This design comes from an exercise in tuning for small area, a short achievable clock period and few clock cycles on the open sky130 flow, not from production work.
No activity file was given, so power comes from the tool's default toggle rates.

== alpha ==
==> flow/design.v <==
module Sbox5 (
    input [5 : 0] in,
    output reg [3 : 0] out
);
reg [1 : 0] row;
reg [3 : 0] column;
    always @(*) begin
        row = {in[5], in[0]};
        column = in[4 : 1];
        case (column)
            4'b0000 : case (row)
                        2'b00 :  out = 4'b0010; 
                        2'b01 :  out = 4'b1110;
                        2'b10 :  out = 4'b0100;
                        2'b11 :  out = 4'b1011;
                    endcase
            4'b0001 : case (row)
                        2'b00 :  out = 4'b1100; 
                        2'b01 :  out = 4'b1011;
                        2'b10 :  out = 4'b0010;
                        2'b11 :  out = 4'b1000;
                    endcase
            4'b0010 : case (row)
                        2'b00 :  out = 4'b0100; 
                        2'b01 :  out = 4'b0010;
                        2'b10 :  out = 4'b0001;
                        2'b11 :  out = 4'b1100;
                    endcase
            4'b0011 : case (row)
                        2'b00 :  out = 4'b0001; 
                        2'b01 :  out = 4'b1100;
                        2'b10 :  out = 4'b1011;
                        2'b11 :  out = 4'b0111;
                    endcase
            4'b0100 : case (row)
                        2'b00 :  out = 4'b0111;
                        2'b01 :  out = 4'b0100;
                        2'b10 :  out = 4'b1100;
                        2'b11 :  out = 4'b0001;
                    endcase
            4'b0101 : case (row)
                        2'b00 :  out = 4'b1010; 
                        2'b01 :  out = 4'b0111;
                        2'b10 :  out = 4'b1101;
                        2'b11 :  out = 4'b1110;
                    endcase
            4'b0110 : case (row)
                        2'b00 :  out = 4'b1011;
                        2'b01 :  out = 4'b1101;
                        2'b10 :  out = 4'b0111;
                        2'b11 :  out = 4'b0010;
                    endcase
            4'b0111 : case (row)
                        2'b00 :  out = 4'b0110;
                        2'b01 :  out = 4'b0001;
                        2'b10 :  out = 4'b1000;
                        2'b11 :  out = 4'b1101;
                    endcase
            4'b1000 : case (row)
                        2'b00 :  out = 4'b1000; 
                        2'b01 :  out = 4'b0101;
                        2'b10 :  out = 4'b1111;
                        2'b11 :  out = 4'b0110;
                    endcase
            4'b1001 : case (row)
                        2'b00 :  out = 4'b0101;
                        2'b01 :  out = 4'b0000;
                        2'b10 :  out = 4'b1001;
                        2'b11 :  out = 4'b1111;
                    endcase
            4'b1010 : case (row)
                        2'b00 :  out = 4'b0011;
                        2'b01 :  out = 4'b1111;
                        2'b10 :  out = 4'b1100;
                        2'b11 :  out = 4'b0000;
                    endcase
            4'b1011 : case (row)
                        2'b00 :  out = 4'b1111; 
                        2'b01 :  out = 4'b1100;
                        2'b10 :  out = 4'b0101;
                        2'b11 :  out = 4'b1001;
                    endcase
            4'b1100 :  case (row)
                        2'b00 :  out = 4'b1101;
                        2'b01 :  out = 4'b0011;
                        2'b10 :  out = 4'b0110;
                        2'b11 :  out = 4'b1100;
                    endcase
            4'b1101 :  case (row)
                        2'b00 :  out = 4'b0000; 
                        2'b01 :  out = 4'b1001;
                        2'b10 :  out = 4'b0011;
                        2'b11 :  out = 4'b0100;
                    endcase
            4'b1110 : case (row)
                        2'b00 :  out = 4'b1110; 
                        2'b01 :  out = 4'b1000;
                        2'b10 :  out = 4'b0000;
                        2'b11 :  out = 4'b0101;
                    endcase
            4'b1111 : case (row)
                        2'b00 :  out = 4'b1001;
                        2'b01 :  out = 4'b0110;
                        2'b10 :  out = 4'b1110;
                        2'b11 :  out = 4'b0011;
                    endcase 
        endcase
    end
endmodule
module Round (
    input o, no, A, nA, nAB, oA, noA, oB, noB, oAB, noAB,
    output [31 : 0] h_out
);
assign h_out[ 3: 0] = {nAB,  nAB,  nAB,  nAB };
assign h_out[ 7: 4] = {oAB,  oAB,  noAB, noAB};
assign h_out[11: 8] = {noB,  noA,  oB,   oA  };
assign h_out[15:12] = {oB,   A,    noB,  A   };
assign h_out[19:16] = {no,   o,    o,    no  };
assign h_out[23:20] = {no,   1'b1, o,    1'b1};
assign h_out[27:24] = {A,    noB,  A,    oB  };
assign h_out[31:28] = {nA,   oB,   nA,   noB };
endmodule
module HashIteration (
    input  [7 : 0] M,
    output         a,
    output         b
);
wire [5 : 0] M6;
wire [3 : 0] s_box_out;
assign M6 = {M[5], M[7]^M[2], M[3], M[0], M[4]^M[1], M[6]};
Sbox5 sbox(
    .in (M6),
    .out (s_box_out)
);
assign a = s_box_out[1] ^ s_box_out[3];
assign b = s_box_out[0] ^ s_box_out[2];
endmodule
module lightHashDES(
        input clk,
        input M_valid,
        input rst_n,
        input [7 : 0] M,
        input [63 : 0] input_lenght,
        output reg hash_ready,
        output [31 : 0] digest
    );
reg busy;
reg pend;
reg [63:0] counter;
reg o, no, A, nA, nAB, oA, noA, oB, noB, oAB, noAB;
wire a, b;
HashIteration main(
    .M(M),
    .a(a),
    .b(b)
);
Round expand(
    .o(o), .no(no), .A(A), .nA(nA), .nAB(nAB), .oA(oA), .noA(noA),
    .oB(oB), .noB(noB), .oAB(oAB), .noAB(noAB),
    .h_out(digest)
);
wire [7:0]  blk_zero;
wire [7:0]  blk_pre;
wire [63:0] low_zero;
genvar i;
generate
    for (i = 0; i < 8; i = i + 1) begin : blk
        assign blk_zero[i] = ~|counter[8*i +: 8];
        if (i == 0) begin : first
            assign blk_pre[i] = 1'b1;
        end else begin : rest
            assign blk_pre[i] = &blk_zero[i-1:0];
        end
    end
    for (i = 0; i < 64; i = i + 1) begin : bit_
        if (i % 8 == 0) begin : first
            assign low_zero[i] = blk_pre[i/8];
        end else begin : rest
            assign low_zero[i] = blk_pre[i/8] & ~|counter[i-1 : 8*(i/8)];
        end
    end
endgenerate
wire start    = !busy && M_valid;
wire len_le1  = ~|input_lenght[63:1];
wire len_zero = len_le1 && !input_lenght[0];
wire at_two   = ~|counter[63:2] && counter[1] && (counter[0] == pend);
wire last     = busy && M_valid && at_two;
wire take     = M_valid && (busy || !len_zero);
wire ta       = take && a;
wire tb       = take && b;
always @(posedge clk or negedge rst_n) begin
    if (!rst_n) begin
        hash_ready <= 1'b0;
        busy <= 1'b0;
    end else if (start) begin
        hash_ready <= len_le1;
        busy <= !len_le1;
    end else if (last) begin
        hash_ready <= 1'b1;
        busy <= 1'b0;
    end
end
always @(posedge clk) begin
    pend <= busy && M_valid;
    counter <= busy ? counter ^ ({64{pend}} & low_zero) : input_lenght;
end
always @(posedge clk) begin
    o    <= (start ? 1'b0 : o   ) ^ take;
    no   <= (start ? 1'b1 : no  ) ^ take;
    A    <= (start ? 1'b0 : A   ) ^ ta;
    nA   <= (start ? 1'b1 : nA  ) ^ ta;
    nAB  <= (start ? 1'b1 : nAB ) ^ ta ^ tb;
    oA   <= (start ? 1'b0 : oA  ) ^ take ^ ta;
    noA  <= (start ? 1'b1 : noA ) ^ take ^ ta;
    oB   <= (start ? 1'b0 : oB  ) ^ take ^ tb;
    noB  <= (start ? 1'b1 : noB ) ^ take ^ tb;
    oAB  <= (start ? 1'b0 : oAB ) ^ take ^ ta ^ tb;
    noAB <= (start ? 1'b1 : noAB) ^ take ^ ta ^ tb;
end
endmodule
Settings: LEC_CHECK=0, CAP_MARGIN=20, CORE_MARGIN=2, CORE_UTILIZATION=40, PLACE_DENSITY=0.6, SLEW_MARGIN=20; clock period 4.5 ns.
standard.sh (not shown) runs the stock make flow with config.mk's settings and CLKGATE_MAP_FILE= SYNTH_SCRIPT=/design/flow/synth_recipe.tcl, a recipe that flattens the netlist after the stock synthesis.
==> flow/flow/run.sh <==
#!/bin/bash
set -euo pipefail
bash standard.sh "BUFFER_PORTS_ARGS=-buffer_cell sky130_fd_sc_hd__buf_1" finish > flow.log 2>&1
alpha: flow completed, timing, DRC and antenna clean
For epsilon, these inputs were changed with respect to alpha:
==> flow/flow/run.sh <==
#!/bin/bash
set -euo pipefail
bash standard.sh "ADDER_MAP_FILE=" "BUFFER_PORTS_ARGS=-buffer_cell sky130_fd_sc_hd__buf_1" finish > flow.log 2>&1
Notes after the runs:
Changes observed in epsilon relative to alpha: share of power burned in combinational logic fell by 7.0 points, buffering stage count on the worst path with inverters included fell by 1, CTS buffer count stayed essentially flat.
Final worst setup slack up 0.56 ns in epsilon wrt alpha
In the tables for alpha and epsilon, post-detailed-placement cell area reads lower with epsilon.
Compared with alpha, epsilon shows share of the clock period used by the worst path after layout lower by 13 points.
Number of DRC violations after detailed-routing iteration 0 (epsilon vs. alpha) decreases by more than a quarter
Sort alpha and epsilon by met2 wirelength from detailed routing, descending, and alpha comes first.
Re maximum frequency: alpha and epsilon aren't equal, and the lower value belongs to alpha.
Xor/xnor cell area share of the yosys netlist: higher on epsilon
Looking at critical path launch point, the M[1] result is from epsilon; the M[5] one comes from alpha.
No run of this note included a check of the RTL's function; only the layout flow was run.

separate check: timing with driven ports:
In the flow no input, the clock included, has a driving cell. The finished layouts below were timed again as built, in two steps.
Step 1 sets driving cells, clkbuf_16 on the clock port and buf_2 on the other inputs (assumed; they add their load-dependent delay and slew).
Step 2, shift: input delay + t, output delay - t, t = (earliest + latest rising clock arrival at the registers) / 2. This alone moves slack from input paths to output paths.
Slacks: ideal / step 1 / step 2; pairs: ideal / step 1.
run | t, ns | setup slack, ns | worst setup path after step 2
alpha | 0.367 | 1.070 / 1.087 / 0.720 | input to register
epsilon | 0.374 | 1.634 / 1.640 / 1.266 | input to register
After both steps setup and hold are still met in every run listed. The setup slack of epsilon, which loses most, moves by +0.006 ns with the drivers and by -0.368 ns with both steps.
